This is an optimization exercise on Yosys and OpenROAD, whose aim is small area and a short achievable clock period, not a production implementation. Function was checked by simulation only, so behaviour that the tests miss may differ from the original.

// top_module
module top_module(final_out,clk,reset,load,select,qnan,snan,negzero,poszero,neginfinity,posinfinity,overflow,underflow,a,b);
Size: roughly 6200 cells after synthesis, about 270 flip-flops, about 43000 um2 of cells after synthesis.
make LEC_CHECK=0 ABC_AREA=1 CAP_MARGIN=20 CORE_MARGIN=2 CORE_UTILIZATION=40 SLEW_MARGIN=20 finish   # period 110.0 ns
run.sh (not shown) runs the stock make flow with config.mk's settings and CLKGATE_MAP_FILE= SYNTH_SCRIPT=/design/flow/synth_recipe.tcl, a recipe that flattens the netlist after the stock synthesis.
The first run ran to the end with no violations.
==> next run, changes <==
CAP_MARGIN = 70   (was 20)
SLEW_MARGIN = 85   (was 20)
Effect: The new run ran to the end with no violations. Design area grows by 42%. Setup slack loses 4.7 ns. Global-route usage goes up by 3.6 points. Final cell count is higher by 8.2%. Count of clock-buffer cells in the layout stays the same. Area after synthesis stays the same. Core utilization increases by 18 points. Hold slack improved by 0.019 ns. Via count grows by 10%.
==> next run, changes <==
CAP_MARGIN = 20   (was 70)
SLEW_MARGIN = 60   (was 85)
After rerunning: The changed run finished clean; setup slack is better by 6.0 ns; sequential share of layout area rises by 3.4 points; clock skew falls by 0.0034 ns; cell count falls by 7.5%; global-route usage falls by 3.5 points.


Another version of the RTL of top_module (not shown whole).
Size in the first run: about 6,300 cells after synthesis, roughly 270 flip-flops, roughly 110 I/O pins, ~0.044 mm^2 of cells after synthesis.
## top_module
module top_module(final_out,clk,reset,load,select,qnan,snan,negzero,poszero,neginfinity,posinfinity,overflow,underflow,a,b);
Settings: LEC_CHECK=0, ABC_AREA=1, CAP_MARGIN=50, CORE_MARGIN=2, CORE_UTILIZATION=40, SLEW_MARGIN=75; clock period 110.0 ns.
The first run finished clean.
Next try:
--- a/flow/config.mk
+++ b/flow/config.mk
@@ -7,6 +7,6 @@
 export LEC_CHECK = 0
 export ABC_AREA = 1
-export CAP_MARGIN = 50
+export CAP_MARGIN = 20
 export CORE_MARGIN = 2
 export CORE_UTILIZATION = 40
-export SLEW_MARGIN = 75
+export SLEW_MARGIN = 20
Outcome: Core utilization is lower by 2.9 points; area after synthesis stays the same; sequential share of layout area is higher by 0.71 points; global-route usage is lower by 0.18 points.


== run A ==
Another version of the RTL of top_module (not shown whole).
Size in the first run: about 6300 cells after synthesis, roughly 270 flip-flops, about 110 I/O pins.
clock: 110.0 ns
lec_check: 0
abc_area: 1
cap_margin: 20
core_margin: 2
core_utilization: 40
slew_margin: 60
Run A: no failed stages, no open violations at the end
The inputs of run B differ from those of run A as listed below.
Settings: CORE_UTILIZATION changed from 40 to 55.
--- outcome ---
Between run A and run B, the flow reports post-layout instance area decreasing slightly.
Going from run A to run B, depth of the critical timing path with buffers and inverters included now smaller; number of cells after detailed placement now smaller; worst hold slack comparable; final critical-path setup slack now larger.
--- input diff run B..run C ---
Settings: CTS_BUF_LIST: unset -> sky130_fd_sc_hd__clkbuf_8; CORE_UTILIZATION: 55 -> 40.
[summary]
- The sequential share of layout area in run C sits 0.20 points below the value recorded for run B.
- Run C finished end to end and its layout was clean on timing, DRC and antenna.
- Run C vs. run B: final estimated routing congestion in global placement now sits lower, via count of the routed design now sits lower.
What run D does differently from run C at the input level:
Settings: CORE_UTILIZATION changed from 40 to 60; CTS_BUF_LIST removed (was sky130_fd_sc_hd__clkbuf_8).
Results
Diff run C -> run D: global-route usage over all layers rose 13 points; layout buffer count excluding clock buffers fell 20; detail-routed via count per cell increased by about 9% relative to the old numbers; cell depth of the worst flop-to-flop path now smaller. Run D ends up with a maximum clock skew at final layout that is 0.042 ns lower than in run C. Fmax: run D higher than run C. The higher final non-filler cell area came out of run C.
Here is what was changed in the inputs of run E compared with run D.
Settings: CORE_UTILIZATION now 40, was 60; SLEW_MARGIN now 45, was 60.
==> results.txt <==
Diff run E..run D | sequential share of layout area | negligible. Routed wire length (run E vs. run D) increases by a few percent. Per the comparison of run E with run D, effective utilization at floorplan has decreased; growth of design area from synthesis to finish up 0.98 points. Going from run D to run E, clock skew down 0.0055 ns.

## what the ideal ports hide
Ports are ideal in the flow. The routed layouts listed here were re-timed in OpenROAD.
Step 1: set_driving_cell puts a clkbuf_16 on clk and a buf_2 on each other input, an assumption about the parent block.
Step 2 moves the port delays by t, midway between the first and last clock arrival at a register: inputs arrive t later, outputs are due t later. That takes back most of the time a late clock gives input paths.
Three values: no drivers, after step 1, after step 2; two values: the first two.
| run | shift t [ns] | setup slack, ns | worst hold slack (ns) | latest minus earliest clock arrival (ns) | slew at the worst register clock pin (ns) |
|---|---|---|---|---|---|
| the first run of note 1 | 0.617 | 67.977 / 67.977 / 67.977 | 0.411 / 0.411 / 0.411 | 0.053 / 0.053 | 0.07 / 0.07 |
| the second run of note 1 | 0.631 | 63.229 / 63.157 / 63.788 | 0.430 / 0.430 / 0.430 | 0.053 / 0.054 | 0.07 / 0.07 |
| the third run of note 1 | 0.611 | 69.192 / 69.192 / 69.192 | 0.396 / 0.396 / 0.396 | 0.051 / 0.051 | 0.09 / 0.09 |
| the first run of note 2 | 0.637 | 70.875 / 70.875 / 70.875 | 0.391 / 0.391 / 0.391 | 0.033 / 0.033 | 0.08 / 0.08 |
| the second run of note 2 | 0.640 | 67.627 / 67.627 / 67.627 | 0.382 / 0.382 / 0.382 | 0.056 / 0.056 | 0.07 / 0.07 |
| run A | 0.613 | 69.577 / 69.628 / 69.014 | 0.385 / 0.385 / 0.385 | 0.034 / 0.035 | 0.07 / 0.07 |
| run B | 0.676 | 70.118 / 70.047 / 69.723 | 0.385 / 0.385 / 0.385 | 0.059 / 0.058 | 0.08 / 0.08 |
| run C | 0.732 | 69.688 / 69.738 / 69.007 | 0.397 / 0.397 / 0.397 | 0.101 / 0.101 | 0.07 / 0.07 |
| run D | 0.662 | 69.875 / 69.913 / 69.251 | 0.403 / 0.403 / 0.403 | 0.059 / 0.059 | 0.08 / 0.08 |
| run E | 0.634 | 68.869 / 68.912 / 68.278 | 0.373 / 0.373 / 0.373 | 0.053 / 0.054 | 0.07 / 0.07 |
After both steps every run listed still meets setup and hold. The setup slack of run C, which loses most, moves by +0.050 ns with the drivers and by -0.681 ns with both steps.
